Background: an optimization exercise with open tools, aiming at small area, a short achievable clock period and few clock cycles. Do not read the settings as production practice. At most, simulation tests tie the RTL to the original design; equivalence was not proved. Power figures rest on the tool's default switching activity, not on a simulated workload.

Setup of the previous run:
==> flow/design.v <==
module reuleaux(input logic clk, input logic rst_n, input logic [2:0] colour,
                input logic [7:0] centre_x, input logic [6:0] centre_y, input logic [7:0] diameter,
                input logic start, output logic done,
                output logic [7:0] vga_x, output logic [6:0] vga_y,
                output logic [2:0] vga_colour, output logic vga_plot);
     localparam logic [159:0] FA = {10'd593, 10'd555, 10'd518, 10'd476, 10'd439, 10'd396, 10'd359, 10'd317,
                                    10'd280, 10'd238, 10'd200, 10'd158, 10'd121, 10'd79, 10'd42, 10'd0};
     localparam logic [95:0]  FB = {6'd36, 6'd34, 6'd32, 6'd26, 6'd24, 6'd22, 6'd21, 6'd19,
                                    6'd17, 6'd15, 6'd9, 6'd7, 6'd5, 6'd4, 6'd2, 6'd0};
     function automatic logic [9:0] fa(input logic [3:0] h);
          fa = 10'(FA >> (10 * h));
     endfunction
     function automatic logic [5:0] fb(input logic [3:0] l);
          fb = 6'(FB >> (6 * l));
     endfunction
     logic [7:0] di2, cx1;
     logic [8:0] cx2;
     always_ff @(posedge clk) begin
          di2 <= 8'(diameter + 8'd1) >> 1;
          cx1 <= centre_x + di2;
          cx2 <= {1'b0, centre_x} - {1'b0, di2};
     end
     logic [7:0] ox, oy;
     logic [9:0] crit;
     logic       ra;           
     logic [8:0] b1;
     logic [7:0] b2, by;
     logic [6:0] cy1;
     logic [1:0] p;            
     logic       ph;           
     logic       run;
     logic [7:0] xo;
     logic [6:0] yo;
     logic       plot_r;
     wire [8:0] x0 = {1'b0, cx1} - {1'b0, ox};
     wire [8:0] x3 = cx2 + {1'b0, ox};
     wire [8:0] x1 = b1 + {1'b0, oy};
     wire [8:0] x2 = {1'b0, b2} - {1'b0, oy};
     wire [7:0] y0 = {1'b0, cy1} - oy;
     wire [7:0] s12 = by + ox;
     wire [7:0] y12 = ra ? s12 : ~s12;
     function automatic logic onx(input logic [8:0] v);
          onx = !v[8] && !(v[7] && (v[6] || v[5]));
     endfunction
     function automatic logic ony(input logic [7:0] v);
          ony = !v[7] && !(v[6] && v[5] && v[4] && v[3]);
     endfunction
     wire oky0 = ony(y0), oky12 = ra ? ony(s12) : ony(~s12);
     wire [3:0] ok = {onx(x3) & oky0, onx(x2) & oky12, onx(x1) & oky12, onx(x0) & oky0};
     wire [3:0] ge = (p == 2'd0) ? 4'b1111 : (p == 2'd1) ? 4'b1110 :
                     (p == 2'd2) ? 4'b1100 : 4'b1000;
     wire [3:0] v  = ok & ge;
     logic [1:0] sel;
     logic       more;      
     always_comb begin
          sel  = 2'd3;
          more = 1'b0;
          if (v[0]) begin sel = 2'd0; more = v[1] | v[2] | v[3]; end
          else if (v[1]) begin sel = 2'd1; more = v[2] | v[3]; end
          else if (v[2]) begin sel = 2'd2; more = v[3]; end
     end
     logic [7:0] xs;
     logic [6:0] ys;
     always_comb begin
          case (sel)
               2'd0: begin xs = x0[7:0]; ys = y0[6:0]; end
               2'd1: begin xs = x1[7:0]; ys = y12[6:0]; end
               2'd2: begin xs = x2[7:0]; ys = y12[6:0]; end
               default: begin xs = x3[7:0]; ys = y0[6:0]; end
          endcase
     end
     wire       cpos = !crit[9] && (crit != 10'd0);
     wire [7:0] oy1  = oy + 8'd1;
     wire [7:0] oy2  = {oy[7:1] + 7'd1, oy[0]};
     wire [8:0] u    = {1'b0, oy2} - {1'b0, ox};
     wire       last = !u[8] && (u[7:1] != 7'd0 || (cpos && u[0]));
     wire [9:0] cra  = crit + {1'b0, oy1, 1'b1};
     wire [9:0] crb  = crit + {u, 1'b1};
     wire [9:0] fs  = fa(diameter[7:4]) + {4'd0, fb(diameter[3:0])};
     wire [8:0] q   = {1'b0, ox} + {3'd0, oy[5:0]};
     wire [8:0] a6  = {cy1, 2'b10} + q;
     wire [8:0] a3  = {1'b0, cy1, 1'b0} - q;
     always_ff @(posedge clk) begin
          if (!rst_n || !start) begin
               run <= 1'b0;
               done <= 1'b0;
               plot_r <= 1'b0;
               ph <= 1'b0;
          end else if (run) begin
               plot_r <= |v;
               if (!more && last) begin
                    run <= 1'b0;
                    done <= 1'b1;
               end
          end else begin
               plot_r <= 1'b0;
               if (!done) begin
                    ph <= 1'b1;
                    if (ph) run <= 1'b1;
               end
          end
          if (!run) begin
               if (!ph) begin
                    ox <= diameter;
                    oy <= {2'd0, fs[9:4]};
                    cy1 <= centre_y;
                    b1 <= {1'b0, centre_x};
                    b2 <= centre_x;
               end else begin
                    cy1 <= a6[8:2];
                    by <= (ox == 8'd255) ? ~{1'b0, a6[8:2]} : {a3[8] ^ (ox >= 8'd222), a3[7:1]};
                    oy <= 8'd0;
               end
               crit <= 10'd1 - {2'b0, ox};
               ra <= ox != 8'd255;
               p <= 2'd0;
          end else if (more) begin
               p <= sel + 2'd1;
          end else begin
               p <= 2'd0;
               oy <= oy1;
               crit <= cpos ? crb : cra;
               if (cpos) ox <= ox - 8'd1;
               if (ra && oy1 == di2) begin
                    ra <= 1'b0;
                    b1 <= cx2;
                    b2 <= cx1;
                    by <= ~{1'b0, cy1};
               end
          end
          xo <= xs;
          yo <= ys;
     end
     assign vga_x = xo;
     assign vga_y = yo;
     assign vga_plot = plot_r;
     assign vga_colour = colour;
endmodule
export LEC_CHECK = 0
export ABC_AREA = 1
export CAP_MARGIN = 20
export CORE_MARGIN = 2
export CORE_UTILIZATION = 40
export SLEW_MARGIN = 20
create_clock -name core_clock -period 10.0 [get_ports {clk}]
run.sh (not shown) runs the stock make flow with config.mk's settings and CLKGATE_MAP_FILE= SYNTH_SCRIPT=/design/flow/synth_recipe.tcl, a recipe that flattens the netlist after the stock synthesis.
Input-level comparison between the current run and the previous run:
--- a/flow/design.v
+++ b/flow/design.v
@@ -4,4 +4,12 @@
                 output logic [7:0] vga_x, output logic [6:0] vga_y,
                 output logic [2:0] vga_colour, output logic vga_plot);
+     function automatic logic [9:0] rca(input logic [9:0] a, input logic [9:0] b, input logic ci);
+          logic c;
+          c = ci;
+          for (int i = 0; i < 10; i++) begin
+               rca[i] = a[i] ^ b[i] ^ c;
+               c = (a[i] & b[i]) | (a[i] & c) | (b[i] & c);
+          end
+     endfunction
      localparam logic [159:0] FA = {10'd593, 10'd555, 10'd518, 10'd476, 10'd439, 10'd396, 10'd359, 10'd317,
                                     10'd280, 10'd238, 10'd200, 10'd158, 10'd121, 10'd79, 10'd42, 10'd0};
@@ -28,5 +36,5 @@
      logic [6:0] cy1;
      logic [1:0] p;            
-     logic       ph;           
+     logic [1:0] ph;           
      logic       run;
      logic [7:0] xo;
@@ -77,8 +85,8 @@
      wire [9:0] cra  = crit + {1'b0, oy1, 1'b1};
      wire [9:0] crb  = crit + {u, 1'b1};
-     wire [9:0] fs  = fa(diameter[7:4]) + {4'd0, fb(diameter[3:0])};
-     wire [8:0] q   = {1'b0, ox} + {3'd0, oy[5:0]};
-     wire [8:0] a6  = {cy1, 2'b10} + q;
-     wire [8:0] a3  = {1'b0, cy1, 1'b0} - q;
+     wire [9:0] fs  = rca(fa(ox[7:4]), {4'd0, fb(ox[3:0])}, 1'b0);
+     wire [8:0] q   = 9'(rca({2'd0, ox}, {4'd0, oy[5:0]}, 1'b0));
+     wire [8:0] a6  = 9'(rca({1'd0, cy1, 2'b10}, {1'd0, q}, 1'b0));
+     wire [8:0] a3  = 9'(rca({2'd0, cy1, 1'b0}, ~{1'd0, q}, 1'b1));
      always_ff @(posedge clk) begin
           if (!rst_n || !start) begin
@@ -86,5 +94,5 @@
                done <= 1'b0;
                plot_r <= 1'b0;
-               ph <= 1'b0;
+               ph <= 2'd0;
           end else if (run) begin
                plot_r <= |v;
@@ -96,15 +104,16 @@
                plot_r <= 1'b0;
                if (!done) begin
-                    ph <= 1'b1;
-                    if (ph) run <= 1'b1;
+                    ph <= {ph[0], 1'b1};
+                    if (ph[1]) run <= 1'b1;
                end
           end
           if (!run) begin
-               if (!ph) begin
+               if (!ph[0]) begin
                     ox <= diameter;
-                    oy <= {2'd0, fs[9:4]};
                     cy1 <= centre_y;
                     b1 <= {1'b0, centre_x};
                     b2 <= centre_x;
+               end else if (!ph[1]) begin
+                    oy <= {2'd0, fs[9:4]};
                end else begin
                     cy1 <= a6[8:2];
==> comparison <==
Result for the previous run and the current run: all clean
The post-route total power of the current run falls short of that of the previous run by about 36%.
Comparing the previous run and the current run, the higher final cycle utilization of the critical path was measured on the current run.
The current run vs the previous run on worst slew margin relative to its limit: the current run is the higher one.
Fmax | the current run vs the previous run | the current run slower
Diff the previous run -> the current run: sequential cell area in the final layout picked up an extra 0.76%; area fraction in compound gates after synthesis has increased; peak per-stage delay on the critical path now sits higher; worst setup slack saw a decrease.
Re final cell area excluding filler cells: the previous run and the current run aren't equal, and the higher value belongs to the previous run.
Final layout net count (lower): the current run
Looking only at share of synthesized area spent on multiplexers, and setting everything else aside, the higher value of the previous run and the current run goes to the previous run.
No run of this note included a check of the RTL's function; only the layout flow was run.

---

reuleaux, a different RTL version from the one above (not shown whole).
Size: roughly 1300 cells after synthesis, about 100 flip-flops, about 49 I/O pins, about 9700 µm² of cells after synthesis.
==> module reuleaux, before the edit <==
module reuleaux(input logic clk, input logic rst_n, input logic [2:0] colour,
                input logic [7:0] centre_x, input logic [6:0] centre_y, input logic [7:0] diameter,
                input logic start, output logic done,
                output logic [7:0] vga_x, output logic [6:0] vga_y,
                output logic [2:0] vga_colour, output logic vga_plot);
     localparam logic [159:0] FA = {10'd593, 10'd555, 10'd518, 10'd476, 10'd439, 10'd396, 10'd359, 10'd317,
                                    10'd280, 10'd238, 10'd200, 10'd158, 10'd121, 10'd79, 10'd42, 10'd0};
     localparam logic [95:0]  FB = {6'd36, 6'd34, 6'd32, 6'd26, 6'd24, 6'd22, 6'd21, 6'd19,
                                    6'd17, 6'd15, 6'd9, 6'd7, 6'd5, 6'd4, 6'd2, 6'd0};
     function automatic logic [9:0] fa(input logic [3:0] h);
          fa = 10'(FA >> (10 * h));
     endfunction
     function automatic logic [5:0] fb(input logic [3:0] l);
          fb = 6'(FB >> (6 * l));
     endfunction
     logic [7:0] di2, cx1;
     logic [8:0] cx2;
     always_ff @(posedge clk) begin
          di2 <= 8'(diameter + 8'd1) >> 1;
          cx1 <= centre_x + di2;
          cx2 <= {1'b0, centre_x} - {1'b0, di2};
     end
     logic [7:0] ox, oy;
     logic [9:0] crit;
     logic       ra;           
     logic [8:0] b1;
     logic [7:0] b2, by;
     logic [6:0] cy1;
     logic [1:0] p;            
     logic [1:0] ph;           
     logic       run;
     logic [7:0] xo;
     logic [6:0] yo;
     logic       plot_r;
     wire [8:0] x0 = {1'b0, cx1} - {1'b0, ox};
     wire [8:0] x3 = cx2 + {1'b0, ox};
     wire [8:0] x1 = b1 + {1'b0, oy};
     wire [8:0] x2 = {1'b0, b2} - {1'b0, oy};
     wire [7:0] y0 = {1'b0, cy1} - oy;
     wire [7:0] s12 = by + ox;
     wire [7:0] y12 = ra ? s12 : ~s12;
     function automatic logic onx(input logic [8:0] v);
          onx = !v[8] && !(v[7] && (v[6] || v[5]));
     endfunction
     function automatic logic ony(input logic [7:0] v);
          ony = !v[7] && !(v[6] && v[5] && v[4] && v[3]);
     endfunction
     wire oky0 = ony(y0), oky12 = ra ? ony(s12) : ony(~s12);
     wire [3:0] ok = {onx(x3) & oky0, onx(x2) & oky12, onx(x1) & oky12, onx(x0) & oky0};
     wire [3:0] ge = (p == 2'd0) ? 4'b1111 : (p == 2'd1) ? 4'b1110 :
                     (p == 2'd2) ? 4'b1100 : 4'b1000;
     wire [3:0] v  = ok & ge;
     logic [1:0] sel;
     logic       more;      
     always_comb begin
          sel  = 2'd3;
          more = 1'b0;
          if (v[0]) begin sel = 2'd0; more = v[1] | v[2] | v[3]; end
          else if (v[1]) begin sel = 2'd1; more = v[2] | v[3]; end
          else if (v[2]) begin sel = 2'd2; more = v[3]; end
     end
     logic [7:0] xs;
     logic [6:0] ys;
     always_comb begin
          case (sel)
               2'd0: begin xs = x0[7:0]; ys = y0[6:0]; end
               2'd1: begin xs = x1[7:0]; ys = y12[6:0]; end
               2'd2: begin xs = x2[7:0]; ys = y12[6:0]; end
               default: begin xs = x3[7:0]; ys = y0[6:0]; end
          endcase
     end
     wire       cpos = !crit[9] && (crit != 10'd0);
     wire [7:0] oy1  = oy + 8'd1;
     wire [7:0] oy2  = {oy[7:1] + 7'd1, oy[0]};
     wire [8:0] u    = {1'b0, oy2} - {1'b0, ox};
     wire       last = !u[8] && (u[7:1] != 7'd0 || (cpos && u[0]));
     wire [9:0] cra  = crit + {1'b0, oy1, 1'b1};
     wire [9:0] crb  = crit + {u, 1'b1};
     wire [9:0] fs  = fa(ox[7:4]) + {4'd0, fb(ox[3:0])};
     wire [8:0] q   = {1'b0, ox} + {3'd0, oy[5:0]};
     wire [8:0] a6  = {cy1, 2'b10} + q;
     wire [8:0] a3  = {1'b0, cy1, 1'b0} - q;
     always_ff @(posedge clk) begin
          if (!rst_n || !start) begin
               run <= 1'b0;
               done <= 1'b0;
               plot_r <= 1'b0;
               ph <= 2'd0;
          end else if (run) begin
               plot_r <= |v;
               if (!more && last) begin
                    run <= 1'b0;
                    done <= 1'b1;
               end
          end else begin
               plot_r <= 1'b0;
               if (!done) begin
                    ph <= {ph[0], 1'b1};
                    if (ph[1]) run <= 1'b1;
               end
          end
          if (!run) begin
               if (!ph[0]) begin
                    ox <= diameter;
                    cy1 <= centre_y;
                    b1 <= {1'b0, centre_x};
                    b2 <= centre_x;
               end else if (!ph[1]) begin
                    oy <= {2'd0, fs[9:4]};
               end else begin
                    cy1 <= a6[8:2];
                    by <= (ox == 8'd255) ? ~{1'b0, a6[8:2]} : {a3[8] ^ (ox >= 8'd222), a3[7:1]};
                    oy <= 8'd0;
               end
               crit <= 10'd1 - {2'b0, ox};
               ra <= ox != 8'd255;
               p <= 2'd0;
          end else if (more) begin
               p <= sel + 2'd1;
          end else begin
               p <= 2'd0;
               oy <= oy1;
               crit <= cpos ? crb : cra;
               if (cpos) ox <= ox - 8'd1;
               if (ra && oy1 == di2) begin
                    ra <= 1'b0;
                    b1 <= cx2;
                    b2 <= cx1;
                    by <= ~{1'b0, cy1};
               end
          end
          xo <= xs;
          yo <= ys;
     end
     assign vga_x = xo;
     assign vga_y = yo;
     assign vga_plot = plot_r;
     assign vga_colour = colour;
endmodule
make LEC_CHECK=0 ABC_AREA=1 CAP_MARGIN=20 CORE_MARGIN=2 CORE_UTILIZATION=40 SLEW_MARGIN=20 finish   # period 10.0 ns
Testbench counts at the start, summed over its fixed seeds: cycles 66,569.
Then changed:
--- a/flow/design.v
+++ b/flow/design.v
@@ -22,22 +22,22 @@
      end
      logic [7:0] ox, oy;
      logic [9:0] crit;
      logic       ra;           
      logic [8:0] b1;
-     logic [7:0] b2, by;
+     logic [7:0] by;
      logic [6:0] cy1;
      logic [1:0] p;            
      logic [1:0] ph;           
      logic       run;
      logic [7:0] xo;
      logic [6:0] yo;
      logic       plot_r;
      wire [8:0] x0 = {1'b0, cx1} - {1'b0, ox};
      wire [8:0] x3 = cx2 + {1'b0, ox};
      wire [8:0] x1 = b1 + {1'b0, oy};
-     wire [8:0] x2 = {1'b0, b2} - {1'b0, oy};
+     wire [8:0] x2 = {1'b0, ra ? b1[7:0] : cx1} - {1'b0, oy};
      wire [7:0] y0 = {1'b0, cy1} - oy;
      wire [7:0] s12 = by + ox;
      wire [7:0] y12 = ra ? s12 : ~s12;
      function automatic logic onx(input logic [8:0] v);
           onx = !v[8] && !(v[7] && (v[6] || v[5]));
@@ -102,11 +102,10 @@
           if (!run) begin
                if (!ph[0]) begin
                     ox <= diameter;
                     cy1 <= centre_y;
                     b1 <= {1'b0, centre_x};
-                    b2 <= centre_x;
                end else if (!ph[1]) begin
                     oy <= {2'd0, fs[9:4]};
                end else begin
                     cy1 <= a6[8:2];
                     by <= (ox == 8'd255) ? ~{1'b0, a6[8:2]} : {a3[8] ^ (ox >= 8'd222), a3[7:1]};
@@ -123,11 +122,10 @@
                crit <= cpos ? crb : cra;
                if (cpos) ox <= ox - 8'd1;
                if (ra && oy1 == di2) begin
                     ra <= 1'b0;
                     b1 <= cx2;
-                    b2 <= cx1;
                     by <= ~{1'b0, cy1};
                end
           end
           xo <= xs;
           yo <= ys;
The changed run passed the timing, DRC and antenna checks.
Power shrinks slightly.
Via count came out lower slightly.
Global-route usage is higher by 1.2 points.
Sequential power shrinks by a few percent.
Clock power drops by a few percent.
Setup slack got worse by 0.24 ns.
Die area falls by a few percent.
Wire length came out higher slightly.
Sequential cell count came out lower by 7.
Critical path depth drops by 2.
Worst hold slack is better by 0.033 ns.
For the second run of this note, only the layout was checked, not whether the RTL still works.

## port drivers added, routing unchanged
The results above use ideal ports. As a check the final layouts listed here were re-extracted and re-timed, cells and wires unchanged.
Step 1, drivers: a clkbuf_16 drives clk and a buf_2 each remaining input, both assumed.
Step 2 also shifts input and output timing later by t, the mid clock arrival at the registers, as if the neighbouring blocks saw the same clock.
Slacks: no drivers / after step 1 / after step 2; pairs: no drivers / after step 1.
run	shift t [ns]	setup WS [ns]	worst setup path after step 2	clock arrival spread, ns	worst slew at a driven data input, ns
the previous run	0.412	5.388 / 5.410 / 4.998	input to register	0.015 / 0.015	0.06
the current run	0.401	5.128 / 5.128 / 5.128	register to register	0.012 / 0.013	0.06
the first run of note 2	0.404	5.833 / 5.833 / 5.833	register to register	0.013 / 0.013	0.06
the second run of note 2	0.405	5.589 / 5.589 / 5.589	register to register	0.009 / 0.009	0.06
After both steps every run listed still meets setup and hold. The setup slack of the previous run, which loses most, moves by +0.022 ns with the drivers and by -0.390 ns with both steps.
